What follows belongs to an exercise in optimizing a design on an open flow for small area and a short achievable clock period; a production flow would make more cautious choices. RTL that was checked went through simulation tests only; none was proved equivalent to the original. For run 1, only the layout was checked, not whether the RTL still works. No activity file was given, so power comes from the tool's default toggle rates.

[flow/config.mk]
export PLATFORM = sky130hd
export DESIGN_NAME = STDPmodel_4PWL
export DESIGN_NICKNAME = STDPmodel_4PWL
export VERILOG_FILES = /design/flow/design.v
export SDC_FILE = /design/flow/constraint.sdc
export NUM_CORES = 4
export LEC_CHECK = 0
export CAP_MARGIN = 20
export CORE_MARGIN = 2
export CORE_UTILIZATION = 40
export SETUP_SLACK_MARGIN = 4
export SLEW_MARGIN = 20
[flow/constraint.sdc]
create_clock -name core_clock -period 7.5 [get_ports {clk}]
set_input_delay 1.5000 -clock core_clock [delete_from_list [all_inputs] [get_ports {clk}]]
set_output_delay 1.5000 -clock core_clock [all_outputs]
set_load 0.01 [all_outputs]
[flow/run.sh]
#!/bin/bash
# synth_recipe.tcl (not shown) runs the flow's synth.tcl, then flattens the netlist and writes it again
# the make line also repeats each setting of config.mk as NAME=value (left out here)
make -C /OpenROAD-flow-scripts/flow DESIGN_CONFIG=/design/flow/config.mk WORK_HOME=/design/flow/orfs CLKGATE_MAP_FILE= SYNTH_SCRIPT=/design/flow/synth_recipe.tcl finish
[flow/design.v]
module c_dff
  (clk, reset, active, d, q);
   parameter width = 32;
   parameter offset = 0;
   parameter reset_type = 0;
   parameter [offset:(offset+width)-1] reset_value = {width{1'b0}};
   input clk;
   wire  clk;
   input reset;
   wire  reset;
   input active;
   wire  active;   
   input [offset:(offset+width)-1] d;
   output [offset:(offset+width)-1] q;
   reg [offset:(offset+width)-1] q;
  generate
      case(reset_type)
	0:
	  always @(posedge clk, posedge reset)
	    if(reset)
	      q <= reset_value;
	    else if(active)
	      q <= d;
	1:
	  always @(posedge clk)
	    if(reset)
	      q <= reset_value;
	    else if(active)
	      q <= d;
      endcase 
  endgenerate
endmodule
module STDPmodel_4PWL
(reset, clk, A_pre, A_post, start_replay_phase, W_previous, W_new);
	input reset;
	input clk;
	input A_pre;
	input A_post;
	input start_replay_phase;
	input  [31:0] W_previous;
	output [31:0] W_new;
	reg    [31:0] W_new;
	localparam [31:0] W_MAX = 32'h0020_0000;
	reg [2:0] Count_pre, Count_post;
	always @(posedge clk)
	  if (reset)              Count_pre <= 3'd0;
	  else if (A_pre)         Count_pre <= 3'd6;
	  else if (Count_pre!=0)  Count_pre <= Count_pre - 3'd1;
	always @(posedge clk)
	  if (reset)              Count_post <= 3'd0;
	  else if (A_post)        Count_post <= 3'd6;
	  else if (Count_post!=0) Count_post <= Count_post - 3'd1;
	wire nz_next = !reset && (A_pre || Count_pre > 3'd1) && (A_post || Count_post > 3'd1);
	reg nz;
	always @(posedge clk) nz <= nz_next;
	wire AdaptW = nz && !reset;
	wire [2:0] Delta_Count = Count_post - Count_pre;
	wire d2 = Delta_Count[2];
	wire [2:0] abs_dc = d2 ? (3'd0 - Delta_Count) : Delta_Count;
	reg AdaptW_2, AdaptW_3, AdaptW_4;
	reg sign_dt_hold, sign_dt_q2, sign_dt_q3, sign_dt_q4;
	wire sign_dt_s1 = AdaptW ? d2 : (AdaptW_4 ? sign_dt_hold : 1'b0);
	always @(posedge clk)
	  if (reset) begin
	    AdaptW_2 <= 1'b0; AdaptW_3 <= 1'b0; AdaptW_4 <= 1'b0;
	    sign_dt_hold <= 1'b0;
	    sign_dt_q2 <= 1'b0; sign_dt_q3 <= 1'b0; sign_dt_q4 <= 1'b0;
	  end else begin
	    AdaptW_2 <= AdaptW; AdaptW_3 <= AdaptW_2; AdaptW_4 <= AdaptW_3;
	    sign_dt_hold <= sign_dt_s1;
	    sign_dt_q2 <= sign_dt_s1; sign_dt_q3 <= sign_dt_q2; sign_dt_q4 <= sign_dt_q3;
	  end
	wire [31:0] ws_in = d2 ? W_previous : (W_MAX - W_previous);
	reg  [31:0] Ws_q1, W_previous_q2, base_q;
	reg  g1, v1, v2;
	wire [31:0] w_q1 = g1 ? Ws_q1 : (W_MAX - Ws_q1);
	always @(posedge clk)
	  if (nz) begin
	    Ws_q1 <= ws_in;  g1 <= d2;
	    W_previous_q2 <= w_q1;
	  end
	always @(posedge clk)
	  if (reset) begin
	    v1 <= 1'b0; v2 <= 1'b0;
	  end else if (nz) begin
	    v1 <= 1'b1; v2 <= v1;
	  end
	wire [31:0] q2_next = nz ? w_q1 : W_previous_q2;
	wire        v2_next = nz ? v1 : v2;
	always @(posedge clk)
	  if (reset)
	    base_q <= 32'd0;
	  else if (nz_next)
	    base_q <= v2_next ? q2_next : 32'd0;
	wire [3:0]  codeT = {d2, abs_dc};
	reg         sgn2;
	always @(posedge clk) sgn2 <= d2;
	wire [31:0] ws = Ws_q1;
	reg [6:0] seg;
	always @(posedge clk)
	  case (codeT)
	    4'b1001: seg <= 7'b0000001;
	    4'b1010: seg <= 7'b0000010;
	    4'b1011: seg <= 7'b0000100;
	    4'b1100: seg <= 7'b0001000;
	    4'b0001: seg <= 7'b0010000;
	    4'b0010: seg <= 7'b0100000;
	    4'b0011: seg <= 7'b1000000;
	    default: seg <= 7'b0;
	  endcase
	wire z5_6_1 = (ws[5] & ~ws[6]);
	wire z5_6_2 = (~ws[5] & ws[6]);
	wire z5_6_3 = (ws[5] & ws[6]);
	wire z7_8_1 = (ws[7] & ~ws[8]);
	wire z7_8_2 = (~ws[7] & ws[8]);
	wire z7_8_3 = (ws[7] & ws[8]);
	wire z9_10_11_1 = (ws[9] & ~ws[10] & ~ws[11]);
	wire z9_10_11_2 = (~ws[9] & ws[10] & ~ws[11]);
	wire z9_10_11_3 = (ws[9] & ws[10] & ~ws[11]);
	wire z9_10_11_4 = (~ws[9] & ~ws[10] & ws[11]);
	wire z9_10_11_5 = (ws[9] & ~ws[10] & ws[11]);
	wire z9_10_11_6 = (~ws[9] & ws[10] & ws[11]);
	wire z9_10_11_7 = (ws[9] & ws[10] & ws[11]);
	wire z12_13_1 = (ws[12] & ~ws[13]);
	wire z12_13_2 = (~ws[12] & ws[13]);
	wire z12_13_3 = (ws[12] & ws[13]);
	wire z14_15_1 = (ws[14] & ~ws[15]);
	wire z14_15_2 = (~ws[14] & ws[15]);
	wire z14_15_3 = (ws[14] & ws[15]);
	wire z16_17_1 = (ws[16] & ~ws[17]);
	wire z16_17_2 = (~ws[16] & ws[17]);
	wire z16_17_3 = (ws[16] & ws[17]);
	wire z18_19_1 = (ws[18] & ~ws[19]);
	wire z18_19_2 = (~ws[18] & ws[19]);
	wire z18_19_3 = (ws[18] & ws[19]);
	wire z20_21_22_1 = (ws[20] & ~ws[21] & ~ws[22]);
	wire z20_21_22_2 = (~ws[20] & ws[21] & ~ws[22]);
	wire z20_21_22_3 = (ws[20] & ws[21] & ~ws[22]);
	wire z20_21_22_4 = (~ws[20] & ~ws[21] & ws[22]);
	wire z20_21_22_5 = (ws[20] & ~ws[21] & ws[22]);
	wire z20_21_22_6 = (~ws[20] & ws[21] & ws[22]);
	wire z20_21_22_7 = (ws[20] & ws[21] & ws[22]);
	wire z23_24_1 = (ws[23] & ~ws[24]);
	wire z23_24_2 = (~ws[23] & ws[24]);
	wire z23_24_3 = (ws[23] & ws[24]);
	wire z25_26_1 = (ws[25] & ~ws[26]);
	wire z25_26_2 = (~ws[25] & ws[26]);
	wire z25_26_3 = (ws[25] & ws[26]);
	wire z27_28_1 = (ws[27] & ~ws[28]);
	wire z27_28_2 = (~ws[27] & ws[28]);
	wire z27_28_3 = (ws[27] & ws[28]);
	wire z29_30_1 = (ws[29] & ~ws[30]);
	wire z29_30_2 = (~ws[29] & ws[30]);
	wire z29_30_3 = (ws[29] & ws[30]);
	wire z31_1 = ws[31];
	wire k0 = seg[4] | seg[5] | seg[6];
	wire k1 = seg[0] | seg[1] | seg[2] | seg[4] | seg[5] | seg[6];
	wire k2 = seg[0] | seg[1] | seg[2];
	wire k3 = seg[3] | seg[4];
	wire k4 = seg[3] | seg[5];
	wire k5 = seg[4] | seg[5];
	wire k6 = seg[0] | seg[1] | seg[2] | seg[5] | seg[6];
	wire k7 = seg[0] | seg[1] | seg[2] | seg[3] | seg[4];
	wire k8 = seg[0] | seg[3] | seg[6];
	wire k9 = seg[1] | seg[3] | seg[5];
	wire k10 = seg[0] | seg[1] | seg[5] | seg[6];
	wire k11 = seg[0] | seg[1] | seg[2] | seg[3] | seg[4] | seg[5] | seg[6];
	wire k12 = seg[1] | seg[2] | seg[4] | seg[5];
	wire k13 = seg[0] | seg[2] | seg[4] | seg[6];
	wire k14 = seg[2] | seg[3] | seg[4];
	wire k15 = seg[0] | seg[3] | seg[5] | seg[6];
	wire k16 = seg[0] | seg[1] | seg[3] | seg[6];
	wire k17 = seg[5];
	wire k18 = seg[3] | seg[4] | seg[5];
	wire k19 = seg[0] | seg[3] | seg[4] | seg[5] | seg[6];
	wire k20 = seg[1] | seg[3] | seg[4];
	wire k21 = seg[0] | seg[1] | seg[2] | seg[4] | seg[6];
	wire k22 = seg[1] | seg[2] | seg[5];
	wire k23 = seg[6];
	wire k24 = seg[0] | seg[1] | seg[2] | seg[6];
	wire k25 = seg[1] | seg[2] | seg[3] | seg[5] | seg[6];
	wire k26 = seg[0] | seg[1] | seg[2] | seg[3] | seg[6];
	wire k27 = seg[0] | seg[1] | seg[2] | seg[3] | seg[4] | seg[5];
	wire k28 = seg[0] | seg[4];
	wire k29 = seg[1] | seg[3];
	wire k30 = seg[0] | seg[3] | seg[4] | seg[6];
	wire k31 = seg[0] | seg[1] | seg[4] | seg[6];
	wire k32 = seg[0] | seg[2];
	wire k33 = seg[1] | seg[2] | seg[4] | seg[6];
	wire k34 = seg[0] | seg[2] | seg[3] | seg[5] | seg[6];
	wire k35 = seg[1] | seg[3] | seg[4] | seg[5];
	wire k36 = seg[3] | seg[5] | seg[6];
	wire k37 = seg[0] | seg[3] | seg[5];
	wire k38 = seg[0] | seg[1] | seg[2] | seg[4];
	wire k39 = seg[1] | seg[3] | seg[5] | seg[6];
	wire k40 = seg[2] | seg[3] | seg[4] | seg[6];
	wire k41 = seg[0] | seg[2] | seg[3] | seg[4] | seg[5] | seg[6];
	wire k42 = seg[0] | seg[1] | seg[3] | seg[4] | seg[5] | seg[6];
	wire pp5_6_0 = (z5_6_1 & k0) | (z5_6_2 & k1) | (z5_6_3 & k2);
	wire pp5_6_1 = (z5_6_2 & k0);
	wire pp5_6_2 = (z5_6_3 & k0);
	wire pp7_8_0 = (z7_8_1 & k3) | (z7_8_2 & k4) | (z7_8_3 & k5);
	wire pp7_8_1 = (z7_8_1 & k1) | (z7_8_2 & k3) | (z7_8_3 & k6);
	wire pp7_8_2 = (z7_8_1 & k0) | (z7_8_2 & k1) | (z7_8_3 & k7);
	wire pp7_8_3 = (z7_8_2 & k0);
	wire pp7_8_4 = (z7_8_3 & k0);
	wire pp9_10_11_0 = (z9_10_11_1 & k8) | (z9_10_11_2 & k9) | (z9_10_11_3 & k10) | (z9_10_11_4 & k11) | (z9_10_11_5 & k12) | (z9_10_11_6 & k13) | (z9_10_11_7 & k14);
	wire pp9_10_11_1 = (z9_10_11_1 & k4) | (z9_10_11_2 & k8) | (z9_10_11_3 & k15) | (z9_10_11_4 & k9) | (z9_10_11_5 & k16) | (z9_10_11_6 & k8) | (z9_10_11_7 & k17);
	wire pp9_10_11_2 = (z9_10_11_1 & k3) | (z9_10_11_2 & k4) | (z9_10_11_3 & k18) | (z9_10_11_4 & k8) | (z9_10_11_5 & k19) | (z9_10_11_6 & k16) | (z9_10_11_7 & k20);
	wire pp9_10_11_3 = (z9_10_11_1 & k1) | (z9_10_11_2 & k3) | (z9_10_11_3 & k6) | (z9_10_11_4 & k4) | (z9_10_11_5 & k21) | (z9_10_11_6 & k3) | (z9_10_11_7 & k22);
	wire pp9_10_11_4 = (z9_10_11_1 & k0) | (z9_10_11_2 & k1) | (z9_10_11_3 & k7) | (z9_10_11_4 & k3) | (z9_10_11_5 & k23) | (z9_10_11_6 & k24) | (z9_10_11_7 & k25);
	wire pp9_10_11_5 = (z9_10_11_2 & k0) | (z9_10_11_4 & k1) | (z9_10_11_5 & k26) | (z9_10_11_6 & k27) | (z9_10_11_7 & k25);
	wire pp9_10_11_6 = (z9_10_11_3 & k0) | (z9_10_11_4 & k0) | (z9_10_11_5 & k23) | (z9_10_11_7 & k28);
	wire pp9_10_11_7 = (z9_10_11_5 & k5) | (z9_10_11_6 & k0) | (z9_10_11_7 & k0);
	wire pp12_13_0 = (z12_13_1 & k11) | (z12_13_2 & k27) | (z12_13_3 & k23);
	wire pp12_13_1 = (z12_13_1 & k11) | (z12_13_2 & k11) | (z12_13_3 & k27);
	wire pp12_13_2 = (z12_13_1 & k9) | (z12_13_2 & k11) | (z12_13_3 & k9);
	wire pp12_13_3 = (z12_13_1 & k8) | (z12_13_2 & k9) | (z12_13_3 & k14);
	wire pp12_13_4 = (z12_13_1 & k4) | (z12_13_2 & k8) | (z12_13_3 & k29);
	wire pp12_13_5 = (z12_13_1 & k3) | (z12_13_2 & k4) | (z12_13_3 & k30);
	wire pp12_13_6 = (z12_13_1 & k1) | (z12_13_2 & k3) | (z12_13_3 & k24);
	wire pp12_13_7 = (z12_13_1 & k0) | (z12_13_2 & k1) | (z12_13_3 & k27);
	wire pp12_13_8 = (z12_13_2 & k0);
	wire pp12_13_9 = (z12_13_3 & k0);
	wire pp14_15_0 = (z14_15_1 & k31) | (z14_15_2 & k32) | (z14_15_3 & k33);
	wire pp14_15_1 = (z14_15_1 & k27) | (z14_15_2 & k31) | (z14_15_3 & k34);
	wire pp14_15_2 = (z14_15_1 & k11) | (z14_15_2 & k27) | (z14_15_3 & k31);
	wire pp14_15_3 = (z14_15_1 & k11) | (z14_15_2 & k11) | (z14_15_3 & k27);
	wire pp14_15_4 = (z14_15_1 & k9) | (z14_15_2 & k11) | (z14_15_3 & k9);
	wire pp14_15_5 = (z14_15_1 & k8) | (z14_15_2 & k9) | (z14_15_3 & k14);
	wire pp14_15_6 = (z14_15_1 & k4) | (z14_15_2 & k8) | (z14_15_3 & k29);
	wire pp14_15_7 = (z14_15_1 & k3) | (z14_15_2 & k4) | (z14_15_3 & k30);
	wire pp14_15_8 = (z14_15_1 & k1) | (z14_15_2 & k3) | (z14_15_3 & k24);
	wire pp14_15_9 = (z14_15_1 & k0) | (z14_15_2 & k1) | (z14_15_3 & k27);
	wire pp14_15_10 = (z14_15_2 & k0);
	wire pp14_15_11 = (z14_15_3 & k0);
	wire pp16_17_1 = (z16_17_1 & k32) | (z16_17_3 & k32);
	wire pp16_17_2 = (z16_17_1 & k31) | (z16_17_2 & k32) | (z16_17_3 & k33);
	wire pp16_17_3 = (z16_17_1 & k27) | (z16_17_2 & k31) | (z16_17_3 & k34);
	wire pp16_17_4 = (z16_17_1 & k11) | (z16_17_2 & k27) | (z16_17_3 & k31);
	wire pp16_17_5 = (z16_17_1 & k11) | (z16_17_2 & k11) | (z16_17_3 & k27);
	wire pp16_17_6 = (z16_17_1 & k9) | (z16_17_2 & k11) | (z16_17_3 & k9);
	wire pp16_17_7 = (z16_17_1 & k8) | (z16_17_2 & k9) | (z16_17_3 & k14);
	wire pp16_17_8 = (z16_17_1 & k4) | (z16_17_2 & k8) | (z16_17_3 & k29);
	wire pp16_17_9 = (z16_17_1 & k3) | (z16_17_2 & k4) | (z16_17_3 & k30);
	wire pp16_17_10 = (z16_17_1 & k1) | (z16_17_2 & k3) | (z16_17_3 & k24);
	wire pp16_17_11 = (z16_17_1 & k0) | (z16_17_2 & k1) | (z16_17_3 & k27);
	wire pp16_17_12 = (z16_17_2 & k0);
	wire pp16_17_13 = (z16_17_3 & k0);
	wire pp18_19_3 = (z18_19_1 & k32) | (z18_19_3 & k32);
	wire pp18_19_4 = (z18_19_1 & k31) | (z18_19_2 & k32) | (z18_19_3 & k33);
	wire pp18_19_5 = (z18_19_1 & k27) | (z18_19_2 & k31) | (z18_19_3 & k34);
	wire pp18_19_6 = (z18_19_1 & k11) | (z18_19_2 & k27) | (z18_19_3 & k31);
	wire pp18_19_7 = (z18_19_1 & k11) | (z18_19_2 & k11) | (z18_19_3 & k27);
	wire pp18_19_8 = (z18_19_1 & k9) | (z18_19_2 & k11) | (z18_19_3 & k9);
	wire pp18_19_9 = (z18_19_1 & k8) | (z18_19_2 & k9) | (z18_19_3 & k14);
	wire pp18_19_10 = (z18_19_1 & k4) | (z18_19_2 & k8) | (z18_19_3 & k29);
	wire pp18_19_11 = (z18_19_1 & k3) | (z18_19_2 & k4) | (z18_19_3 & k30);
	wire pp18_19_12 = (z18_19_1 & k1) | (z18_19_2 & k3) | (z18_19_3 & k24);
	wire pp18_19_13 = (z18_19_1 & k0) | (z18_19_2 & k1) | (z18_19_3 & k27);
	wire pp18_19_14 = (z18_19_2 & k0);
	wire pp18_19_15 = (z18_19_3 & k0);
	wire pp20_21_22_5 = (z20_21_22_1 & k32) | (z20_21_22_3 & k32) | (z20_21_22_5 & k32) | (z20_21_22_7 & k32);
	wire pp20_21_22_6 = (z20_21_22_1 & k31) | (z20_21_22_2 & k32) | (z20_21_22_3 & k33) | (z20_21_22_5 & k31) | (z20_21_22_6 & k32) | (z20_21_22_7 & k33);
	wire pp20_21_22_7 = (z20_21_22_1 & k27) | (z20_21_22_2 & k31) | (z20_21_22_3 & k34) | (z20_21_22_4 & k32) | (z20_21_22_5 & k35) | (z20_21_22_6 & k33) | (z20_21_22_7 & k36);
	wire pp20_21_22_8 = (z20_21_22_1 & k11) | (z20_21_22_2 & k27) | (z20_21_22_3 & k31) | (z20_21_22_4 & k31) | (z20_21_22_5 & k37) | (z20_21_22_6 & k34) | (z20_21_22_7 & k32);
	wire pp20_21_22_9 = (z20_21_22_1 & k11) | (z20_21_22_2 & k11) | (z20_21_22_3 & k27) | (z20_21_22_4 & k27) | (z20_21_22_5 & k38) | (z20_21_22_6 & k31) | (z20_21_22_7 & k31);
	wire pp20_21_22_10 = (z20_21_22_1 & k9) | (z20_21_22_2 & k11) | (z20_21_22_3 & k9) | (z20_21_22_4 & k11) | (z20_21_22_5 & k9) | (z20_21_22_6 & k27) | (z20_21_22_7 & k39);
	wire pp20_21_22_11 = (z20_21_22_1 & k8) | (z20_21_22_2 & k9) | (z20_21_22_3 & k14) | (z20_21_22_4 & k11) | (z20_21_22_5 & k8) | (z20_21_22_6 & k9) | (z20_21_22_7 & k40);
	wire pp20_21_22_12 = (z20_21_22_1 & k4) | (z20_21_22_2 & k8) | (z20_21_22_3 & k29) | (z20_21_22_4 & k9) | (z20_21_22_5 & k41) | (z20_21_22_6 & k14) | (z20_21_22_7 & k7);
	wire pp20_21_22_13 = (z20_21_22_1 & k3) | (z20_21_22_2 & k4) | (z20_21_22_3 & k30) | (z20_21_22_4 & k8) | (z20_21_22_5 & k42) | (z20_21_22_6 & k29) | (z20_21_22_7 & k35);
	wire pp20_21_22_14 = (z20_21_22_1 & k1) | (z20_21_22_2 & k3) | (z20_21_22_3 & k24) | (z20_21_22_4 & k4) | (z20_21_22_5 & k21) | (z20_21_22_6 & k30) | (z20_21_22_7 & k22);
	wire pp20_21_22_15 = (z20_21_22_1 & k0) | (z20_21_22_2 & k1) | (z20_21_22_3 & k27) | (z20_21_22_4 & k3) | (z20_21_22_5 & k23) | (z20_21_22_6 & k24) | (z20_21_22_7 & k25);
	wire pp20_21_22_16 = (z20_21_22_2 & k0) | (z20_21_22_4 & k1) | (z20_21_22_5 & k26) | (z20_21_22_6 & k27) | (z20_21_22_7 & k25);
	wire pp20_21_22_17 = (z20_21_22_3 & k0) | (z20_21_22_4 & k0) | (z20_21_22_5 & k23) | (z20_21_22_7 & k28);
	wire pp20_21_22_18 = (z20_21_22_5 & k5) | (z20_21_22_6 & k0) | (z20_21_22_7 & k0);
	wire pp23_24_8 = (z23_24_1 & k32) | (z23_24_3 & k32);
	wire pp23_24_9 = (z23_24_1 & k31) | (z23_24_2 & k32) | (z23_24_3 & k33);
	wire pp23_24_10 = (z23_24_1 & k27) | (z23_24_2 & k31) | (z23_24_3 & k34);
	wire pp23_24_11 = (z23_24_1 & k11) | (z23_24_2 & k27) | (z23_24_3 & k31);
	wire pp23_24_12 = (z23_24_1 & k11) | (z23_24_2 & k11) | (z23_24_3 & k27);
	wire pp23_24_13 = (z23_24_1 & k9) | (z23_24_2 & k11) | (z23_24_3 & k9);
	wire pp23_24_14 = (z23_24_1 & k8) | (z23_24_2 & k9) | (z23_24_3 & k14);
	wire pp23_24_15 = (z23_24_1 & k4) | (z23_24_2 & k8) | (z23_24_3 & k29);
	wire pp23_24_16 = (z23_24_1 & k3) | (z23_24_2 & k4) | (z23_24_3 & k30);
	wire pp23_24_17 = (z23_24_1 & k1) | (z23_24_2 & k3) | (z23_24_3 & k24);
	wire pp23_24_18 = (z23_24_1 & k0) | (z23_24_2 & k1) | (z23_24_3 & k27);
	wire pp23_24_19 = (z23_24_2 & k0);
	wire pp23_24_20 = (z23_24_3 & k0);
	wire pp25_26_10 = (z25_26_1 & k32) | (z25_26_3 & k32);
	wire pp25_26_11 = (z25_26_1 & k31) | (z25_26_2 & k32) | (z25_26_3 & k33);
	wire pp25_26_12 = (z25_26_1 & k27) | (z25_26_2 & k31) | (z25_26_3 & k34);
	wire pp25_26_13 = (z25_26_1 & k11) | (z25_26_2 & k27) | (z25_26_3 & k31);
	wire pp25_26_14 = (z25_26_1 & k11) | (z25_26_2 & k11) | (z25_26_3 & k27);
	wire pp25_26_15 = (z25_26_1 & k9) | (z25_26_2 & k11) | (z25_26_3 & k9);
	wire pp25_26_16 = (z25_26_1 & k8) | (z25_26_2 & k9) | (z25_26_3 & k14);
	wire pp25_26_17 = (z25_26_1 & k4) | (z25_26_2 & k8) | (z25_26_3 & k29);
	wire pp25_26_18 = (z25_26_1 & k3) | (z25_26_2 & k4) | (z25_26_3 & k30);
	wire pp25_26_19 = (z25_26_1 & k1) | (z25_26_2 & k3) | (z25_26_3 & k24);
	wire pp25_26_20 = (z25_26_1 & k0) | (z25_26_2 & k1) | (z25_26_3 & k27);
	wire pp25_26_21 = (z25_26_2 & k0);
	wire pp25_26_22 = (z25_26_3 & k0);
	wire pp27_28_12 = (z27_28_1 & k32) | (z27_28_3 & k32);
	wire pp27_28_13 = (z27_28_1 & k31) | (z27_28_2 & k32) | (z27_28_3 & k33);
	wire pp27_28_14 = (z27_28_1 & k27) | (z27_28_2 & k31) | (z27_28_3 & k34);
	wire pp27_28_15 = (z27_28_1 & k11) | (z27_28_2 & k27) | (z27_28_3 & k31);
	wire pp27_28_16 = (z27_28_1 & k11) | (z27_28_2 & k11) | (z27_28_3 & k27);
	wire pp27_28_17 = (z27_28_1 & k9) | (z27_28_2 & k11) | (z27_28_3 & k9);
	wire pp27_28_18 = (z27_28_1 & k8) | (z27_28_2 & k9) | (z27_28_3 & k14);
	wire pp27_28_19 = (z27_28_1 & k4) | (z27_28_2 & k8) | (z27_28_3 & k29);
	wire pp27_28_20 = (z27_28_1 & k3) | (z27_28_2 & k4) | (z27_28_3 & k30);
	wire pp27_28_21 = (z27_28_1 & k1) | (z27_28_2 & k3) | (z27_28_3 & k24);
	wire pp27_28_22 = (z27_28_1 & k0) | (z27_28_2 & k1) | (z27_28_3 & k27);
	wire pp27_28_23 = (z27_28_2 & k0);
	wire pp27_28_24 = (z27_28_3 & k0);
	wire pp29_30_14 = (z29_30_1 & k32) | (z29_30_3 & k32);
	wire pp29_30_15 = (z29_30_1 & k31) | (z29_30_2 & k32) | (z29_30_3 & k33);
	wire pp29_30_16 = (z29_30_1 & k27) | (z29_30_2 & k31) | (z29_30_3 & k34);
	wire pp29_30_17 = (z29_30_1 & k11) | (z29_30_2 & k27) | (z29_30_3 & k31);
	wire pp29_30_18 = (z29_30_1 & k11) | (z29_30_2 & k11) | (z29_30_3 & k27);
	wire pp29_30_19 = (z29_30_1 & k9) | (z29_30_2 & k11) | (z29_30_3 & k9);
	wire pp29_30_20 = (z29_30_1 & k8) | (z29_30_2 & k9) | (z29_30_3 & k14);
	wire pp29_30_21 = (z29_30_1 & k4) | (z29_30_2 & k8) | (z29_30_3 & k29);
	wire pp29_30_22 = (z29_30_1 & k3) | (z29_30_2 & k4) | (z29_30_3 & k30);
	wire pp29_30_23 = (z29_30_1 & k1) | (z29_30_2 & k3) | (z29_30_3 & k24);
	wire pp29_30_24 = (z29_30_1 & k0) | (z29_30_2 & k1) | (z29_30_3 & k27);
	wire pp29_30_25 = (z29_30_2 & k0);
	wire pp29_30_26 = (z29_30_3 & k0);
	wire pp31_16 = (z31_1 & k32);
	wire pp31_17 = (z31_1 & k31);
	wire pp31_18 = (z31_1 & k27);
	wire pp31_19 = (z31_1 & k11);
	wire pp31_20 = (z31_1 & k11);
	wire pp31_21 = (z31_1 & k9);
	wire pp31_22 = (z31_1 & k8);
	wire pp31_23 = (z31_1 & k4);
	wire pp31_24 = (z31_1 & k3);
	wire pp31_25 = (z31_1 & k1);
	wire pp31_26 = (z31_1 & k0);
	wire m_s0 = pp5_6_0 ^ pp7_8_0;
	wire m_c0 = pp5_6_0 & pp7_8_0;
	wire m_s1 = pp5_6_1 ^ pp7_8_1 ^ pp9_10_11_1;
	wire m_c1 = (pp5_6_1 & pp7_8_1) | (pp5_6_1 & pp9_10_11_1) | (pp7_8_1 & pp9_10_11_1);
	wire m_s2 = pp12_13_1 ^ pp14_15_1;
	wire m_c2 = pp12_13_1 & pp14_15_1;
	wire m_s3 = pp5_6_2 ^ pp7_8_2 ^ pp9_10_11_2;
	wire m_c3 = (pp5_6_2 & pp7_8_2) | (pp5_6_2 & pp9_10_11_2) | (pp7_8_2 & pp9_10_11_2);
	wire m_s4 = pp12_13_2 ^ pp14_15_2 ^ pp16_17_2;
	wire m_c4 = (pp12_13_2 & pp14_15_2) | (pp12_13_2 & pp16_17_2) | (pp14_15_2 & pp16_17_2);
	wire m_s5 = pp7_8_3 ^ pp9_10_11_3 ^ pp12_13_3;
	wire m_c5 = (pp7_8_3 & pp9_10_11_3) | (pp7_8_3 & pp12_13_3) | (pp9_10_11_3 & pp12_13_3);
	wire m_s6 = pp14_15_3 ^ pp16_17_3 ^ pp18_19_3;
	wire m_c6 = (pp14_15_3 & pp16_17_3) | (pp14_15_3 & pp18_19_3) | (pp16_17_3 & pp18_19_3);
	wire m_s7 = pp7_8_4 ^ pp9_10_11_4 ^ pp12_13_4;
	wire m_c7 = (pp7_8_4 & pp9_10_11_4) | (pp7_8_4 & pp12_13_4) | (pp9_10_11_4 & pp12_13_4);
	wire m_s8 = pp14_15_4 ^ pp16_17_4 ^ pp18_19_4;
	wire m_c8 = (pp14_15_4 & pp16_17_4) | (pp14_15_4 & pp18_19_4) | (pp16_17_4 & pp18_19_4);
	wire m_s9 = pp9_10_11_5 ^ pp12_13_5 ^ pp14_15_5;
	wire m_c9 = (pp9_10_11_5 & pp12_13_5) | (pp9_10_11_5 & pp14_15_5) | (pp12_13_5 & pp14_15_5);
	wire m_s10 = pp16_17_5 ^ pp18_19_5 ^ pp20_21_22_5;
	wire m_c10 = (pp16_17_5 & pp18_19_5) | (pp16_17_5 & pp20_21_22_5) | (pp18_19_5 & pp20_21_22_5);
	wire m_s11 = pp9_10_11_6 ^ pp12_13_6 ^ pp14_15_6;
	wire m_c11 = (pp9_10_11_6 & pp12_13_6) | (pp9_10_11_6 & pp14_15_6) | (pp12_13_6 & pp14_15_6);
	wire m_s12 = pp16_17_6 ^ pp18_19_6 ^ pp20_21_22_6;
	wire m_c12 = (pp16_17_6 & pp18_19_6) | (pp16_17_6 & pp20_21_22_6) | (pp18_19_6 & pp20_21_22_6);
	wire m_s13 = pp9_10_11_7 ^ pp12_13_7 ^ pp14_15_7;
	wire m_c13 = (pp9_10_11_7 & pp12_13_7) | (pp9_10_11_7 & pp14_15_7) | (pp12_13_7 & pp14_15_7);
	wire m_s14 = pp16_17_7 ^ pp18_19_7 ^ pp20_21_22_7;
	wire m_c14 = (pp16_17_7 & pp18_19_7) | (pp16_17_7 & pp20_21_22_7) | (pp18_19_7 & pp20_21_22_7);
	wire m_s15 = pp12_13_8 ^ pp14_15_8 ^ pp16_17_8;
	wire m_c15 = (pp12_13_8 & pp14_15_8) | (pp12_13_8 & pp16_17_8) | (pp14_15_8 & pp16_17_8);
	wire m_s16 = pp18_19_8 ^ pp20_21_22_8 ^ pp23_24_8;
	wire m_c16 = (pp18_19_8 & pp20_21_22_8) | (pp18_19_8 & pp23_24_8) | (pp20_21_22_8 & pp23_24_8);
	wire m_s17 = pp12_13_9 ^ pp14_15_9 ^ pp16_17_9;
	wire m_c17 = (pp12_13_9 & pp14_15_9) | (pp12_13_9 & pp16_17_9) | (pp14_15_9 & pp16_17_9);
	wire m_s18 = pp18_19_9 ^ pp20_21_22_9 ^ pp23_24_9;
	wire m_c18 = (pp18_19_9 & pp20_21_22_9) | (pp18_19_9 & pp23_24_9) | (pp20_21_22_9 & pp23_24_9);
	wire m_s19 = pp14_15_10 ^ pp16_17_10 ^ pp18_19_10;
	wire m_c19 = (pp14_15_10 & pp16_17_10) | (pp14_15_10 & pp18_19_10) | (pp16_17_10 & pp18_19_10);
	wire m_s20 = pp20_21_22_10 ^ pp23_24_10 ^ pp25_26_10;
	wire m_c20 = (pp20_21_22_10 & pp23_24_10) | (pp20_21_22_10 & pp25_26_10) | (pp23_24_10 & pp25_26_10);
	wire m_s21 = pp14_15_11 ^ pp16_17_11 ^ pp18_19_11;
	wire m_c21 = (pp14_15_11 & pp16_17_11) | (pp14_15_11 & pp18_19_11) | (pp16_17_11 & pp18_19_11);
	wire m_s22 = pp20_21_22_11 ^ pp23_24_11 ^ pp25_26_11;
	wire m_c22 = (pp20_21_22_11 & pp23_24_11) | (pp20_21_22_11 & pp25_26_11) | (pp23_24_11 & pp25_26_11);
	wire m_s23 = pp16_17_12 ^ pp18_19_12 ^ pp20_21_22_12;
	wire m_c23 = (pp16_17_12 & pp18_19_12) | (pp16_17_12 & pp20_21_22_12) | (pp18_19_12 & pp20_21_22_12);
	wire m_s24 = pp23_24_12 ^ pp25_26_12 ^ pp27_28_12;
	wire m_c24 = (pp23_24_12 & pp25_26_12) | (pp23_24_12 & pp27_28_12) | (pp25_26_12 & pp27_28_12);
	wire m_s25 = pp16_17_13 ^ pp18_19_13 ^ pp20_21_22_13;
	wire m_c25 = (pp16_17_13 & pp18_19_13) | (pp16_17_13 & pp20_21_22_13) | (pp18_19_13 & pp20_21_22_13);
	wire m_s26 = pp23_24_13 ^ pp25_26_13 ^ pp27_28_13;
	wire m_c26 = (pp23_24_13 & pp25_26_13) | (pp23_24_13 & pp27_28_13) | (pp25_26_13 & pp27_28_13);
	wire m_s27 = pp18_19_14 ^ pp20_21_22_14 ^ pp23_24_14;
	wire m_c27 = (pp18_19_14 & pp20_21_22_14) | (pp18_19_14 & pp23_24_14) | (pp20_21_22_14 & pp23_24_14);
	wire m_s28 = pp25_26_14 ^ pp27_28_14 ^ pp29_30_14;
	wire m_c28 = (pp25_26_14 & pp27_28_14) | (pp25_26_14 & pp29_30_14) | (pp27_28_14 & pp29_30_14);
	wire m_s29 = pp18_19_15 ^ pp20_21_22_15 ^ pp23_24_15;
	wire m_c29 = (pp18_19_15 & pp20_21_22_15) | (pp18_19_15 & pp23_24_15) | (pp20_21_22_15 & pp23_24_15);
	wire m_s30 = pp25_26_15 ^ pp27_28_15 ^ pp29_30_15;
	wire m_c30 = (pp25_26_15 & pp27_28_15) | (pp25_26_15 & pp29_30_15) | (pp27_28_15 & pp29_30_15);
	wire m_s31 = pp20_21_22_16 ^ pp23_24_16 ^ pp25_26_16;
	wire m_c31 = (pp20_21_22_16 & pp23_24_16) | (pp20_21_22_16 & pp25_26_16) | (pp23_24_16 & pp25_26_16);
	wire m_s32 = pp27_28_16 ^ pp29_30_16 ^ pp31_16;
	wire m_c32 = (pp27_28_16 & pp29_30_16) | (pp27_28_16 & pp31_16) | (pp29_30_16 & pp31_16);
	wire m_s33 = pp20_21_22_17 ^ pp23_24_17 ^ pp25_26_17;
	wire m_c33 = (pp20_21_22_17 & pp23_24_17) | (pp20_21_22_17 & pp25_26_17) | (pp23_24_17 & pp25_26_17);
	wire m_s34 = pp27_28_17 ^ pp29_30_17 ^ pp31_17;
	wire m_c34 = (pp27_28_17 & pp29_30_17) | (pp27_28_17 & pp31_17) | (pp29_30_17 & pp31_17);
	wire m_s35 = pp20_21_22_18 ^ pp23_24_18 ^ pp25_26_18;
	wire m_c35 = (pp20_21_22_18 & pp23_24_18) | (pp20_21_22_18 & pp25_26_18) | (pp23_24_18 & pp25_26_18);
	wire m_s36 = pp27_28_18 ^ pp29_30_18 ^ pp31_18;
	wire m_c36 = (pp27_28_18 & pp29_30_18) | (pp27_28_18 & pp31_18) | (pp29_30_18 & pp31_18);
	wire m_s37 = pp23_24_19 ^ pp25_26_19 ^ pp27_28_19;
	wire m_c37 = (pp23_24_19 & pp25_26_19) | (pp23_24_19 & pp27_28_19) | (pp25_26_19 & pp27_28_19);
	wire m_s38 = pp29_30_19 ^ pp31_19;
	wire m_c38 = pp29_30_19 & pp31_19;
	wire m_s39 = pp23_24_20 ^ pp25_26_20 ^ pp27_28_20;
	wire m_c39 = (pp23_24_20 & pp25_26_20) | (pp23_24_20 & pp27_28_20) | (pp25_26_20 & pp27_28_20);
	wire m_s40 = pp29_30_20 ^ pp31_20;
	wire m_c40 = pp29_30_20 & pp31_20;
	wire m_s41 = pp25_26_21 ^ pp27_28_21 ^ pp29_30_21;
	wire m_c41 = (pp25_26_21 & pp27_28_21) | (pp25_26_21 & pp29_30_21) | (pp27_28_21 & pp29_30_21);
	wire m_s42 = pp25_26_22 ^ pp27_28_22;
	wire m_c42 = pp25_26_22 & pp27_28_22;
	wire m_s43 = m_s0 ^ pp9_10_11_0;
	wire m_c43 = m_s0 & pp9_10_11_0;
	wire m_s44 = m_s1 ^ m_s2 ^ pp16_17_1;
	wire m_c44 = (m_s1 & m_s2) | (m_s1 & pp16_17_1) | (m_s2 & pp16_17_1);
	wire m_s45 = m_s3 ^ m_s4 ^ m_c1;
	wire m_c45 = (m_s3 & m_s4) | (m_s3 & m_c1) | (m_s4 & m_c1);
	wire m_s46 = m_s5 ^ m_s6 ^ m_c3;
	wire m_c46 = (m_s5 & m_s6) | (m_s5 & m_c3) | (m_s6 & m_c3);
	wire m_s47 = m_s7 ^ m_s8 ^ m_c5;
	wire m_c47 = (m_s7 & m_s8) | (m_s7 & m_c5) | (m_s8 & m_c5);
	wire m_s48 = m_s9 ^ m_s10 ^ m_c7;
	wire m_c48 = (m_s9 & m_s10) | (m_s9 & m_c7) | (m_s10 & m_c7);
	wire m_s49 = m_s11 ^ m_s12 ^ m_c9;
	wire m_c49 = (m_s11 & m_s12) | (m_s11 & m_c9) | (m_s12 & m_c9);
	wire m_s50 = m_s13 ^ m_s14 ^ m_c11;
	wire m_c50 = (m_s13 & m_s14) | (m_s13 & m_c11) | (m_s14 & m_c11);
	wire m_s51 = m_s15 ^ m_s16 ^ m_c13;
	wire m_c51 = (m_s15 & m_s16) | (m_s15 & m_c13) | (m_s16 & m_c13);
	wire m_s52 = m_s17 ^ m_s18 ^ m_c15;
	wire m_c52 = (m_s17 & m_s18) | (m_s17 & m_c15) | (m_s18 & m_c15);
	wire m_s53 = m_s19 ^ m_s20 ^ m_c17;
	wire m_c53 = (m_s19 & m_s20) | (m_s19 & m_c17) | (m_s20 & m_c17);
	wire m_s54 = m_s21 ^ m_s22 ^ m_c19;
	wire m_c54 = (m_s21 & m_s22) | (m_s21 & m_c19) | (m_s22 & m_c19);
	wire m_s55 = m_s23 ^ m_s24 ^ m_c21;
	wire m_c55 = (m_s23 & m_s24) | (m_s23 & m_c21) | (m_s24 & m_c21);
	wire m_s56 = m_s25 ^ m_s26 ^ m_c23;
	wire m_c56 = (m_s25 & m_s26) | (m_s25 & m_c23) | (m_s26 & m_c23);
	wire m_s57 = m_s27 ^ m_s28 ^ m_c25;
	wire m_c57 = (m_s27 & m_s28) | (m_s27 & m_c25) | (m_s28 & m_c25);
	wire m_s58 = m_s29 ^ m_s30 ^ m_c27;
	wire m_c58 = (m_s29 & m_s30) | (m_s29 & m_c27) | (m_s30 & m_c27);
	wire m_s59 = m_s31 ^ m_s32 ^ m_c29;
	wire m_c59 = (m_s31 & m_s32) | (m_s31 & m_c29) | (m_s32 & m_c29);
	wire m_s60 = m_s33 ^ m_s34 ^ m_c31;
	wire m_c60 = (m_s33 & m_s34) | (m_s33 & m_c31) | (m_s34 & m_c31);
	wire m_s61 = m_s35 ^ m_s36 ^ m_c33;
	wire m_c61 = (m_s35 & m_s36) | (m_s35 & m_c33) | (m_s36 & m_c33);
	wire m_s62 = m_s37 ^ m_s38 ^ m_c35;
	wire m_c62 = (m_s37 & m_s38) | (m_s37 & m_c35) | (m_s38 & m_c35);
	wire m_s63 = m_s39 ^ m_s40 ^ m_c37;
	wire m_c63 = (m_s39 & m_s40) | (m_s39 & m_c37) | (m_s40 & m_c37);
	wire m_s64 = m_s41 ^ pp31_21 ^ m_c39;
	wire m_c64 = (m_s41 & pp31_21) | (m_s41 & m_c39) | (pp31_21 & m_c39);
	wire m_s65 = m_s42 ^ pp29_30_22 ^ pp31_22;
	wire m_c65 = (m_s42 & pp29_30_22) | (m_s42 & pp31_22) | (pp29_30_22 & pp31_22);
	wire m_s66 = pp27_28_23 ^ pp29_30_23 ^ pp31_23;
	wire m_c66 = (pp27_28_23 & pp29_30_23) | (pp27_28_23 & pp31_23) | (pp29_30_23 & pp31_23);
	wire m_s67 = pp27_28_24 ^ pp29_30_24;
	wire m_c67 = pp27_28_24 & pp29_30_24;
	wire m_s68 = m_s43 ^ pp12_13_0;
	wire m_c68 = m_s43 & pp12_13_0;
	wire m_s69 = m_s44 ^ m_c0 ^ m_c43;
	wire m_c69 = (m_s44 & m_c0) | (m_s44 & m_c43) | (m_c0 & m_c43);
	wire m_s70 = m_s45 ^ m_c2 ^ m_c44;
	wire m_c70 = (m_s45 & m_c2) | (m_s45 & m_c44) | (m_c2 & m_c44);
	wire m_s71 = m_s46 ^ m_c4 ^ m_c45;
	wire m_c71 = (m_s46 & m_c4) | (m_s46 & m_c45) | (m_c4 & m_c45);
	wire m_s72 = m_s47 ^ m_c6 ^ m_c46;
	wire m_c72 = (m_s47 & m_c6) | (m_s47 & m_c46) | (m_c6 & m_c46);
	wire m_s73 = m_s48 ^ m_c8 ^ m_c47;
	wire m_c73 = (m_s48 & m_c8) | (m_s48 & m_c47) | (m_c8 & m_c47);
	wire m_s74 = m_s49 ^ m_c10 ^ m_c48;
	wire m_c74 = (m_s49 & m_c10) | (m_s49 & m_c48) | (m_c10 & m_c48);
	wire m_s75 = m_s50 ^ m_c12 ^ m_c49;
	wire m_c75 = (m_s50 & m_c12) | (m_s50 & m_c49) | (m_c12 & m_c49);
	wire m_s76 = m_s51 ^ m_c14 ^ m_c50;
	wire m_c76 = (m_s51 & m_c14) | (m_s51 & m_c50) | (m_c14 & m_c50);
	wire m_s77 = m_s52 ^ m_c16 ^ m_c51;
	wire m_c77 = (m_s52 & m_c16) | (m_s52 & m_c51) | (m_c16 & m_c51);
	wire m_s78 = m_s53 ^ m_c18 ^ m_c52;
	wire m_c78 = (m_s53 & m_c18) | (m_s53 & m_c52) | (m_c18 & m_c52);
	wire m_s79 = m_s54 ^ m_c20 ^ m_c53;
	wire m_c79 = (m_s54 & m_c20) | (m_s54 & m_c53) | (m_c20 & m_c53);
	wire m_s80 = m_s55 ^ m_c22 ^ m_c54;
	wire m_c80 = (m_s55 & m_c22) | (m_s55 & m_c54) | (m_c22 & m_c54);
	wire m_s81 = m_s56 ^ m_c24 ^ m_c55;
	wire m_c81 = (m_s56 & m_c24) | (m_s56 & m_c55) | (m_c24 & m_c55);
	wire m_s82 = m_s57 ^ m_c26 ^ m_c56;
	wire m_c82 = (m_s57 & m_c26) | (m_s57 & m_c56) | (m_c26 & m_c56);
	wire m_s83 = m_s58 ^ m_c28 ^ m_c57;
	wire m_c83 = (m_s58 & m_c28) | (m_s58 & m_c57) | (m_c28 & m_c57);
	wire m_s84 = m_s59 ^ m_c30 ^ m_c58;
	wire m_c84 = (m_s59 & m_c30) | (m_s59 & m_c58) | (m_c30 & m_c58);
	wire m_s85 = m_s60 ^ m_c32 ^ m_c59;
	wire m_c85 = (m_s60 & m_c32) | (m_s60 & m_c59) | (m_c32 & m_c59);
	wire m_s86 = m_s61 ^ m_c34 ^ m_c60;
	wire m_c86 = (m_s61 & m_c34) | (m_s61 & m_c60) | (m_c34 & m_c60);
	wire m_s87 = m_s62 ^ m_c36 ^ m_c61;
	wire m_c87 = (m_s62 & m_c36) | (m_s62 & m_c61) | (m_c36 & m_c61);
	wire m_s88 = m_s63 ^ m_c38 ^ m_c62;
	wire m_c88 = (m_s63 & m_c38) | (m_s63 & m_c62) | (m_c38 & m_c62);
	wire m_s89 = m_s64 ^ m_c40 ^ m_c63;
	wire m_c89 = (m_s64 & m_c40) | (m_s64 & m_c63) | (m_c40 & m_c63);
	wire m_s90 = m_s65 ^ m_c41 ^ m_c64;
	wire m_c90 = (m_s65 & m_c41) | (m_s65 & m_c64) | (m_c41 & m_c64);
	wire m_s91 = m_s66 ^ m_c42 ^ m_c65;
	wire m_c91 = (m_s66 & m_c42) | (m_s66 & m_c65) | (m_c42 & m_c65);
	wire m_s92 = m_s67 ^ pp31_24 ^ m_c66;
	wire m_c92 = (m_s67 & pp31_24) | (m_s67 & m_c66) | (pp31_24 & m_c66);
	wire m_s93 = pp29_30_25 ^ pp31_25 ^ m_c67;
	wire m_c93 = (pp29_30_25 & pp31_25) | (pp29_30_25 & m_c67) | (pp31_25 & m_c67);
	wire m_s94 = pp29_30_26 ^ pp31_26;
	wire m_c94 = pp29_30_26 & pp31_26;
	wire [27:0] prod_a = {m_c94, m_s94, m_s93, m_s92, m_s91, m_s90, m_s89, m_s88, m_s87, m_s86, m_s85, m_s84, m_s83, m_s82, m_s81, m_s80, m_s79, m_s78, m_s77, m_s76, m_s75, m_s74, m_s73, m_s72, m_s71, m_s70, m_s69, m_s68};
	wire [27:0] prod_b = {1'b0, m_c93, m_c92, m_c91, m_c90, m_c89, m_c88, m_c87, m_c86, m_c85, m_c84, m_c83, m_c82, m_c81, m_c80, m_c79, m_c78, m_c77, m_c76, m_c75, m_c74, m_c73, m_c72, m_c71, m_c70, m_c69, m_c68, pp14_15_0};
	reg [27:0] P3a, P3b;
	reg        sgn3;
	always @(posedge clk) begin
	  P3a  <= prod_a;
	  P3b  <= prod_b;
	  sgn3 <= sgn2;
	end
	wire [31:0] bx = base_q ^ {32{sgn3}};
	wire [27:0] cs_s = bx[27:0] ^ P3a ^ P3b;
	wire [27:0] cs_c = (bx[27:0] & P3a) | (bx[27:0] & P3b) | (P3a & P3b);
	wire [31:0] r = {bx[31:28], cs_s} + {3'd0, cs_c, 1'b0};
	reg  [31:0] WB4;
	always @(posedge clk)
	  WB4 <= r ^ {32{sgn3}};
	wire [31:0] w_clip = sign_dt_q4 ? 32'd0 : W_MAX;
	wire [31:0] w_sel  = AdaptW_4 ? (WB4[31] ? w_clip : WB4) : w_clip;
	wire        take   = start_replay_phase &&
	                     (AdaptW_4 || (nz && !reset && W_previous[31]));
	always @(posedge clk)
	  W_new <= take ? w_sel : W_previous;
endmodule
==> results of run 1 <==
-- worst max-delay path: stages, from the launching register on --
cell and delay, ps:
dfxtp_4 380, or2_4 270, nor4_4 380, and2_4 280, buf_12 140, nor2_2 40, a21oi_1 200, o22ai_2 110
fa_1 550, inv_1 50, fa_1 510, inv_2 40, fa_2 550
-- cell families after synthesis --
kind of cell,count (synthesis),share of synthesized area
adders and majority gates,161,0.178
buffers and inverters,346,0.0815
xor gates and xnor gates,150,0.0813
DFF,240,0.318
AOI/OAI and AO/OA,497,0.183
and+or+nand+nor,540,0.151
muxes,9,0.00728
-- state kept, by name, summed over array words and instances (netlist names), 3 cells and up --
name           cells
P3b               27
WB4               32
P3a               28
W_previous_q2     32
Ws_q1             32
seg                7
W_new             32
Count_post         3
Count_pre          3
base_q            32
-- timing repair --
item,CTS,global route
cloned,5,3
gates resized for setup,102,102
setup endpoints to repair,82,68
pin swaps,36,69
buffers inserted,25,55
-- cells in the mapped netlist (15+ instances only) --
master,number,area (µm²)
clkbuf_1,121,454
xor2_1,42,368
dfxtp_1,207,4140
nor2_1,187,702
nor3_1,30,150
xnor2_1,108,946
o22ai_1,29,181
o21ai_0,144,721
a22oi_1,29,218
a22o_1,20,175
a31oi_1,26,163
edfxtp_1,33,991
ha_1,46,576
o211ai_1,22,165
and3_1,15,93.8
nand2b_1,17,106
fa_1,115,2300
nand2_1,188,706
nand3_1,22,110
inv_1,205,769
a21oi_1,166,831
-- report_power, final --
group	internal, mW	switching (mW)	leakage (nW)	total (mW)
Combinational	2.60	3.57	5.74	6.17
Clock	0.834	0.545	0.444	1.38
Sequential	1.75	0.222	2.04	1.97
Total	5.18	4.33	8.23	9.52
-- routing by layer --
metal  GRT usage  up-vias  share of wire
met5           0        -              0
met4      0.0704        0          0.039
met3      0.0377      129          0.082
met2       0.389      675           0.47
met1       0.310     6878           0.41
li1            -     6606              -
-- cell usage in the layout (no fill, tap or decap), types with 7 or more instances in the layout --
cell / synthesis / routed
or4_4: 3 / 8
o211ai_1: 22 / 22
o22ai_1: 29 / 24
o31ai_1: 9 / 7
or3_1: 9 / 8
buf_6: 1 / 10
o21ai_2: 0 / 10
ha_1: 46 / 43
o21ai_0: 144 / 123
a22o_1: 20 / 20
nor3_1: 30 / 28
nand3_1: 22 / 21
buf_12: 0 / 8
and3_1: 15 / 15
a21o_1: 11 / 11
a21oi_2: 1 / 22
a31oi_1: 26 / 24
nor2_4: 0 / 7
xor2_1: 42 / 42
nand2b_1: 17 / 14
and2_1: 14 / 13
a22oi_1: 29 / 26
dfxtp_1: 207 / 199
nand2_1: 188 / 182
nor2b_1: 14 / 13
inv_2: 0 / 8
clkbuf_16: 0 / 29
xnor2_1: 108 / 107
edfxtp_1: 33 / 33
nor2_1: 187 / 174
dfxtp_4: 0 / 8
buf_4: 1 / 81
o21ai_1: 1 / 11
a21oi_1: 166 / 145
clkdlybuf4s50_1: 0 / 60
inv_1: 205 / 196
fa_1: 115 / 112
nor4_1: 10 / 7
-- final cells by class --
cell class	count	area, µm²	share of cell area
Multi-Input combinational cell	1361	10300	0.526
Timing Repair Buffer	174	1730	0.0886
Clock buffer	28	689	0.0353
Inverter	206	779	0.0399
Tap cell	525	657	0.0336
Clock inverter	20	229	0.0117
Sequential cell	240	5160	0.264
-- worst max path at each step --
stage                        start             endpoint  slack [ps]  cells past startpoint
2_1_floorplan       W_previous[10]  Ws_q1[27]$_DFFE_PP_        3810                      7
3_3_place_gp         W_previous[2]  Ws_q1[23]$_DFFE_PP_        2980                      8
3_5_place_dp         W_previous[2]  Ws_q1[27]$_DFFE_PP_        2880                      8
4_1_cts        Ws_q1[11]$_DFFE_PP_       P3a[1]$_DFF_P_        3870                      9
5_1_grt             seg[2]$_DFF_P_      P3a[14]$_DFF_P_        3880                     12
6_report            seg[2]$_DFF_P_      P3a[14]$_DFF_P_        3940                     12
-- per-stage QoR --
step	setup slack [ps]	instances	cell area, µm²
finish	3940	2554	19500
global route	3880	2554	19500
CTS	3870	2495	18600
detailed placement	2880	2417	17200
global placement	2980	2417	17200
floorplan	3810	1943	16300
==> summary.txt, run 1 <==
FP Rows=73; Root Driver=clkbuf_16; initial antenna violation count=0; syn_area_per_cell=8.31 µm²; post-detailed-routing wire length=51000 µm; Hold-fix buffers, CTS=0; crit-path max FO=6; cell count after synthesis=1943; Ant. Diodes=0; LEAKAGE=8.23 nW; endpoints failing hold=0; io pins=69; Seq cells post-synth=240; reg2reg start=seg[2]$_DFF_P_; setup skew after layout=20.3 ps; Final nets=2207; CP arrival=4050 ps; CTS buffer count=26; Syn Nets=2141; Max-slew headroom=0.269; CTS tree=built; mapped cell area=0.0162 mm²; Hold Path Sink=sgn3$_DFF_P_; Layout fillers=3770; RSZ-0062 raised after global routing=yes; Clock Latency Late Sink=550 ps; Clock transition at path regs=60 ps; Power Density=487 mW/mm²; Die ar.=0.0420 mm²; HP Start=sgn2$_DFF_P_; CP startpoint kind=flip-flop; grt total ovfl=0; Vias/cell=5.59; Tcrit/Tclk final=0.475; Overall Global Routing Usage=0.233; Crit Path Class=flip-flop to flip-flop; Power Total=9.52 mW; Final Max Slew Viols=0; Top FF cell, synth=dfxtp_1; largest net degree at the start of global routing=75; setup violators final=0; initial core utilization=0.406; asr flop ratio synth=0; Post-synth EDFFs=33; max cap viols=0; Clock Path Buffers=3; worst hold path cell count=0; first-pass GRT wire length=76200 µm; Port Buffers=68; Area growth syn-to-layout=20.9%; layout cells sized above 1=0.145; worst ir drop on vdd=0.238 mV; total number of vias=14300; cells on worst reg2reg path=12; Ys Warns=1; clock sinks=240; Hold Path Class=flip-flop to flip-flop; fin util=0.490; Seq/Total Area, Yosys=0.318; DRT Pass-1 Iters=5; initial drt markers=1537; RR Endpoint=P3a[14]$_DFF_P_; DP HPWL=33800 µm; FF-to-FF setup slack=3940 ps; status=no timing/DRC/antenna violations; die outline width=205 µm; Core Area=0.0398 mm²; chip height=205 µm; crit end category=flip-flop; Fin Setup TNS=0 ps; GPL Wtd Cong=0.892; Worst Tran Pin Value=1100 ps; CTS H-tree lvls=1; DR DRC count=0; WHS=347 ps; Min Clock Period, post-route=3560 ps; Worst EP required=7980 ps; Detail Route Antenna Nets=0; number of global-route vias before repair=13500; Highest Clock Rate=281 MHz; Routed wire per std cell=20.0 µm; Yosys cell types=70
==> inputs of run 2 (changes only) <==
--- a/flow/design.v
+++ b/flow/design.v
@@ -72,4 +72,5 @@
 	  end
+	reg sgn2, sgn3;    
 	wire [31:0] ws_in = d2 ? W_previous : (W_MAX - W_previous);
-	reg  [31:0] Ws_q1, W_previous_q2, base_q;
+	reg  [31:0] Ws_q1, W_previous_q2;
 	reg  g1, v1, v2;
@@ -89,9 +90,9 @@
 	wire        v2_next = nz ? v1 : v2;
+	reg  [31:0] base_x;
+	wire [31:0] base_d = reset   ? 32'd0 :
+	                     nz_next ? (v2_next ? q2_next : 32'd0) :
+	                               (base_x ^ {32{sgn3}});
 	always @(posedge clk)
-	  if (reset)
-	    base_q <= 32'd0;
-	  else if (nz_next)
-	    base_q <= v2_next ? q2_next : 32'd0;
+	  base_x <= base_d ^ {32{sgn2}};
 	wire [3:0]  codeT = {d2, abs_dc};
-	reg         sgn2;
 	always @(posedge clk) sgn2 <= d2;
@@ -532,3 +533,2 @@
 	reg [27:0] P3a, P3b;
-	reg        sgn3;
 	always @(posedge clk) begin
@@ -538,11 +538,10 @@
 	end
-	wire [31:0] bx = base_q ^ {32{sgn3}};
-	wire [27:0] cs_s = bx[27:0] ^ P3a ^ P3b;
-	wire [27:0] cs_c = (bx[27:0] & P3a) | (bx[27:0] & P3b) | (P3a & P3b);
-	wire [31:0] r = {bx[31:28], cs_s} + {3'd0, cs_c, 1'b0};
+	wire [27:0] cs_s = base_x[27:0] ^ P3a ^ P3b;
+	wire [27:0] cs_c = (base_x[27:0] & P3a) | (base_x[27:0] & P3b) | (P3a & P3b);
 	reg  [31:0] WB4;
 	always @(posedge clk)
-	  WB4 <= r ^ {32{sgn3}};
+	  WB4 <= {base_x[31:28], cs_s} + {3'd0, cs_c, 1'b0};
 	wire [31:0] w_clip = sign_dt_q4 ? 32'd0 : W_MAX;
-	wire [31:0] w_sel  = AdaptW_4 ? (WB4[31] ? w_clip : WB4) : w_clip;
+	wire [31:0] W_B    = WB4 ^ {32{sign_dt_q4}};
+	wire [31:0] w_sel  = AdaptW_4 ? (W_B[31] ? w_clip : W_B) : w_clip;
 	wire        take   = start_replay_phase &&
--- a/flow/config.mk
+++ b/flow/config.mk
@@ -10,3 +10,3 @@
 export CORE_UTILIZATION = 40
-export SETUP_SLACK_MARGIN = 4
+export SETUP_SLACK_MARGIN = 4.4
 export SLEW_MARGIN = 20
==> summary.txt, run 2 <==
Seq/Total Area, Yosys=0.319; Worst Tran Pin Value=1130 ps; setup skew after layout=31.0 ps; Top FF cell, synth=dfxtp_1; Power Density=521 mW/mm²; CP startpoint kind=flip-flop; Clock Latency Late Sink=570 ps; Hold Path Class=flip-flop to flip-flop; grt total ovfl=0; layout cells sized above 1=0.230; DP HPWL=35200 µm; GR peak layer=met2; slowest stage delay, CP=570 ps; io pins=69; most common cell in the synthesized netlist=dfxtp_1; mapped cell area=0.0161 mm²; Vias/cell=5.86; Root Driver=clkbuf_16; Area growth syn-to-layout=28.3%; Tcrit/Tclk final=0.472; Multi-input gate area=0.0112 mm²; max cap viols=0; status=no timing/DRC/antenna violations; post-detailed-routing wire length=54600 µm; Yosys top cell area share=0.257; initial antenna violation count=0; endpoints failing hold=0; Crit Path Class=flip-flop to flip-flop; Final nets=2163; Detail Route Antenna Nets=0; Highest Clock Rate=282 MHz; commonest cells after routing, fill and taps aside=dfxtp_1, a21oi_1, nor2_1; met2 GRT Util=0.409; crit end category=flip-flop; Worst EP required=7940 ps; non-filler cells, final=2511; first-pass GRT wire length=83200 µm; RR Endpoint=P3a[9]$_DFF_P_; setup violators final=0; WHS=438 ps; register area=0.00517 mm²; FP Rows=73; Routed wire per std cell=21.7 µm; HP Start=AdaptW_2$_SDFF_PP0_; total number of vias=14700; crit-path max FO=5; top cells by area, synth=dfxtp_1, fa_1, edfxtp_1; worst ir drop on vdd=0.514 mV; Inst Count DP=2321; DR DRC count=0; CP Cell Sequence=or3_4 > or3_4 > buf_12 > nor2_4 > a31oi_4 > mux4_2 > fa_1 > fa_2 > fa_2; Synth area leader=dfxtp_1; cell family with most CP delay=adder cells; crit path from=seg[0]$_DFF_P_; DRT Pass-1 Iters=6; clock sinks=240; Layout fillers=3559; CP max stage cell=fa_2; FF-to-FF setup slack=3960 ps; LEAKAGE=8.45 nW; Fin Setup TNS=0 ps; initial drt markers=1767; Final Max Slew Viols=0; Worst Setup EP=P3a[9]$_DFF_P_; grt met3 use=0.0523; Max-slew headroom=0.249; Overall Global Routing Usage=0.256; Ys Warns=1; CTS H-tree lvls=1; fin util=0.520; cells on worst reg2reg path=9; cell count after synthesis=1841; Hold-fix buffers, CTS=0; Port Buffers=68; number of global-route vias before repair=14400; syn_area_per_cell=8.74 µm²; CTS buffer count=27; Die ar.=0.0419 mm²; Worst path depth=9; Seq cells post-synth=240; Clock Path Buffers=3; Commonest cells post-synth=dfxtp_1, a21oi_1, nor2_1; Power Total=10.8 mW; asr flop ratio synth=0; Critical path buffers and inverters=1; M1 GR Usage=0.333; Yosys cell types=69; RSZ-0062 raised after global routing=yes; GPL Wtd Cong=0.929; Min Clock Period, post-route=3540 ps; initial core utilization=0.405; CTS tree=built; Syn Nets=2039; die outline width=205 µm; Core Area=0.0397 mm²; Clock transition at path regs=60 ps; commonest non-fill, non-tap cell in the layout=dfxtp_1; Ant. Diodes=0; Post-synth EDFFs=33; reg2reg start=seg[0]$_DFF_P_; largest net degree at the start of global routing=58; chip height=205 µm; CP arrival=3980 ps
==> run 2: report_power, final <==
group / switching, mW / total, mW / internal [mW] / leakage (nW)
clock network: 0.567 / 1.43 / 0.865 / 0.474
registers: 0.395 / 2.25 / 1.86 / 2.05
logic: 4.06 / 7.08 / 3.02 / 5.92
==> run 2: worst reg2reg max path, stage by stage (launching register included) <==
cell and delay (ps):
dfxtp_4 360, or3_4 380, or3_4 360, buf_12 160, nor2_4 120, a31oi_4 70
mux4_2 500, fa_1 490, fa_2 570, fa_2 420
==> run 2: routing by layer <==
metal / vias up / share of wire / wire (µm)
li1: 6669 / - / -
met1: 7094 / 0.40 / 21900
met2: 754 / 0.46 / 25300
met3: 194 / 0.086 / 4680
met4: 0 / 0.049 / 2680
met5: - / 0 / 0
==> run 2: per-stage QoR <==
stage	setup WS [ps]	area [µm²]
final	3960	20700
after global routing	3910	20700
after CTS	3990	20000
after detailed placement	3130	17300
after global placement	3110	17300
after floorplan	4020	16300
==> run 2: timing repair <==
| action | in CTS | in global routing |
|---|---|---|
| pin swaps | 92 | 71 |
| resized for setup | 242 | 92 |
| gates cloned | 9 | 0 |
| buffers inserted | 100 | 30 |
| setup endpoints to repair | 142 | 118 |
==> run 2: layout make-up <==
type                            count  share of cell area
Clock inverter                     17              0.0109
Clock buffer                       33              0.0353
Inverter                          106              0.0196
Sequential cell                   240               0.250
Timing Repair Buffer              233               0.111
Tap cell                          525              0.0318
Multi-Input combinational cell   1357               0.541
==> run 2: cells by family after synthesis <==
family	count (synthesis)	synth area share
DFF	240	0.319
muxes	11	0.00793
AOI/OAI and AO/OA	529	0.207
buffers and inverters	248	0.0590
adders and majority gates	161	0.179
and+or+nand+nor	495	0.143
xor gates and xnor gates	157	0.0854
==> run 2: how the worst min path moves through the flow <==
stage / end / slack (ps) / cells after the start
after floorplan: sgn3$_DFF_P_ / 330 / 0
after global placement: AdaptW_3$_SDFF_PP0_ / 420 / 1
after detailed placement: AdaptW_3$_SDFF_PP0_ / 430 / 1
after CTS: AdaptW_3$_SDFF_PP0_ / 440 / 1
after global routing: sign_dt_q4$_SDFF_PP0_ / 450 / 1
final: AdaptW_3$_SDFF_PP0_ / 440 / 1
==> inputs of run 3 (changes only) <==
--- a/flow/config.mk
+++ b/flow/config.mk
@@ -10,3 +10,3 @@
 export CORE_UTILIZATION = 40
-export SETUP_SLACK_MARGIN = 4.4
+export SETUP_SLACK_MARGIN = 4
 export SLEW_MARGIN = 20
==> summary.txt, run 3 <==
Tcrit/Tclk final=0.471; chip height=205 µm; Final nets=2068; Inst Count DP=2318; CP Cell Sequence=or3_4 > or3_4 > nand2_1 > o21ai_0 > mux4_2 > fa_1 > fa_1 > fa_1; crit-path max FO=6; CTS buffer count=27; Commonest cells post-synth=dfxtp_1, a21oi_1, nor2_1; Power Density=511 mW/mm²; Sw Ratio=0.472; most common cell in the synthesized netlist=dfxtp_1; Detail Route Antenna Nets=0; Seq/Total Area, Yosys=0.319; io pins=69; number of global-route vias before repair=13200; Max-slew headroom=0.227; HP Start=AdaptW_3$_SDFF_PP0_; top cells by area, synth=dfxtp_1, fa_1, edfxtp_1; Hold Path Class=flip-flop to flip-flop; CP max stage cell=fa_1; Area growth syn-to-layout=17.1%; sequential share of power=0.236; Seq cells post-synth=240; power share of the combinational group=0.620; Layout fillers=3713; Yosys top cell area share=0.257; Core Area=0.0397 mm²; Syn Nets=2039; CP arrival=3960 ps; CTS tree=built; post-detailed-routing wire length=49700 µm; mapped cell area=0.0161 mm²; Yosys cell types=69; syn_area_per_cell=8.74 µm²; Crit path top cell by count=fa_1; largest net degree at the start of global routing=87; worst ir drop on vdd=0.431 mV; Psw=4.55 mW; Overall Global Routing Usage=0.231; Routed wire per std cell=20.6 µm; max cap viols=0; FP Rows=73; DR DRC count=0; fin util=0.474; total number of vias=14000; Ys Warns=1; Root Driver=clkbuf_16; Clock Latency Late Sink=550 ps; initial antenna violation count=0; commonest cells after routing, fill and taps aside=dfxtp_1, a21oi_1, nor2_1; layout cells sized above 1=0.114; die outline width=205 µm; Crit Path Class=flip-flop to flip-flop; CP startpoint kind=flip-flop; setup skew after layout=9.16 ps; DRT Pass-1 Iters=6; Fin Setup TNS=0 ps; RSZ-0062 raised after global routing=yes; status=no timing/DRC/antenna violations; setup violators final=0; CTS H-tree lvls=1; Min Clock Period, post-route=3530 ps; Vias/cell=5.81; initial drt markers=1477; slowest stage delay, CP=510 ps; Worst EP required=7930 ps; initial core utilization=0.405; Clock Path Buffers=3; WHS=444 ps; Highest Clock Rate=283 MHz; first-pass GRT wire length=75600 µm; Clock transition at path regs=60 ps; commonest non-fill, non-tap cell in the layout=dfxtp_1; Top FF cell, synth=dfxtp_1; clock power share=0.144; Port Buffers=68; asr flop ratio synth=0; LEAKAGE=7.74 nW; Die ar.=0.0419 mm²; reg2reg start=seg[1]$_DFF_P_; endpoints failing hold=0; Power Total=9.63 mW; non-filler cells, final=2414; crit end category=flip-flop; Final Max Slew Viols=0; Ant. Diodes=0; Worst Tran Pin Value=1160 ps; grt total ovfl=0; Synth area leader=dfxtp_1; Int Pwr=5.08 mW; Post-synth EDFFs=33; clock sinks=240; cell count after synthesis=1841; crit path from=seg[1]$_DFF_P_; DP HPWL=34500 µm; GPL Wtd Cong=0.889
[run 3: cell counts after synthesis]
Identical to the previous run, type by type.
[run 3: per-layer routing]
| metal | global-route usage | part of all wire |
|---|---|---|
| met3 | 0.0307 | 0.070 |
| met2 | 0.378 | 0.47 |
| met4 | 0.0883 | 0.043 |
| met5 | 0 | 0 |
| met1 | 0.311 | 0.42 |
[run 3: worst paths after layout]
kind	endpoint	slack, ps	cells after the start
setup / recovery	P3a[9]$_DFF_P_	3970	8
hold / removal	AdaptW_4$_SDFF_PP0_	440	1
setup reg to reg	P3a[9]$_DFF_P_	3970	8
hold reg to reg	AdaptW_4$_SDFF_PP0_	440	1
[run 3: what timing repair did]
item,in CTS,in global routing
pin swaps,19,32
gates cloned,2,1
gates resized for setup,73,50
endpoints found under the setup margin,81,66
hold buffers,0,0
buffers inserted,19,25
[run 3: cell type report]
cell class | instances | area (µm²) | share of cell area
Timing Repair Buffer | 139 | 1270 | 0.0673
Inverter | 106 | 402 | 0.0213
Multi-Input combinational cell | 1356 | 10400 | 0.553
Tap cell | 525 | 657 | 0.0349
Clock buffer | 41 | 832 | 0.0441
Clock inverter | 7 | 98.8 | 0.00524
Sequential cell | 240 | 5160 | 0.274
[run 3: power groups by stage]
stage	Clock, mW	Sequential [mW]	Combinational (mW)
2_1_floorplan	0	2.08	4.19
4_1_cts	1.41	2.28	5.80
6_report	1.39	2.27	5.97
5_1_grt	1.46	2.32	6.66
3_5_place_dp	0	2.30	5.61
3_3_place_gp	0	2.30	5.49
[run 3: cells by family after synthesis]
group	Yosys count	share of synthesized area
flip-flops	240	0.319
adder cells (fa/ha/maj)	161	0.179
AND/OR/NAND/NOR	495	0.143
AO/OA/AOI/OAI	529	0.207
XOR/XNOR	157	0.0854
multiplexers	11	0.00793
buffers and inverters	248	0.0590
[run 3: metrics by stage]
stage               area, µm²  setup WS, ps
detailed placement      17100          3010
finish                  18800          3970
global route            18800          3930
floorplan               16200          3990
CTS                     18400          3990
global placement        17100          3100
[run 3: worst max-delay path: cells and delay by family (launching register included)]
kind | cells | cell delay, ps
compound gates | 1 | 90
fa+ha+maj | 3 | 1430
flops | 1 | 370
mux | 1 | 500
simple gates | 3 | 1010

what the ideal ports hide:
How much do the figures lean on ideal ports? The routed layouts below were timed once more, with nothing changed but the port constraints. Step 1 assumes that a clkbuf_16 drives the clock port and a buf_2 every other input. Step 2 also shifts input and output timing later by t, the mid clock arrival at the registers, as if the neighbouring blocks saw the same clock. Three values: ideal, step 1, step 2; two values: the first two.
run	t, ns	slack for setup (ns)	worst setup path at the end
run 1	0.599	3.935 / 3.935 / 3.483	input to register
run 2	0.601	3.959 / 3.959 / 3.607	input to register
run 3	0.599	3.967 / 3.967 / 3.540	input to register
After both steps setup and hold are still met in every run listed. For run 1, which loses most, drivers alone change the setup slack by 0.000 ns; drivers and shift together by -0.452 ns.
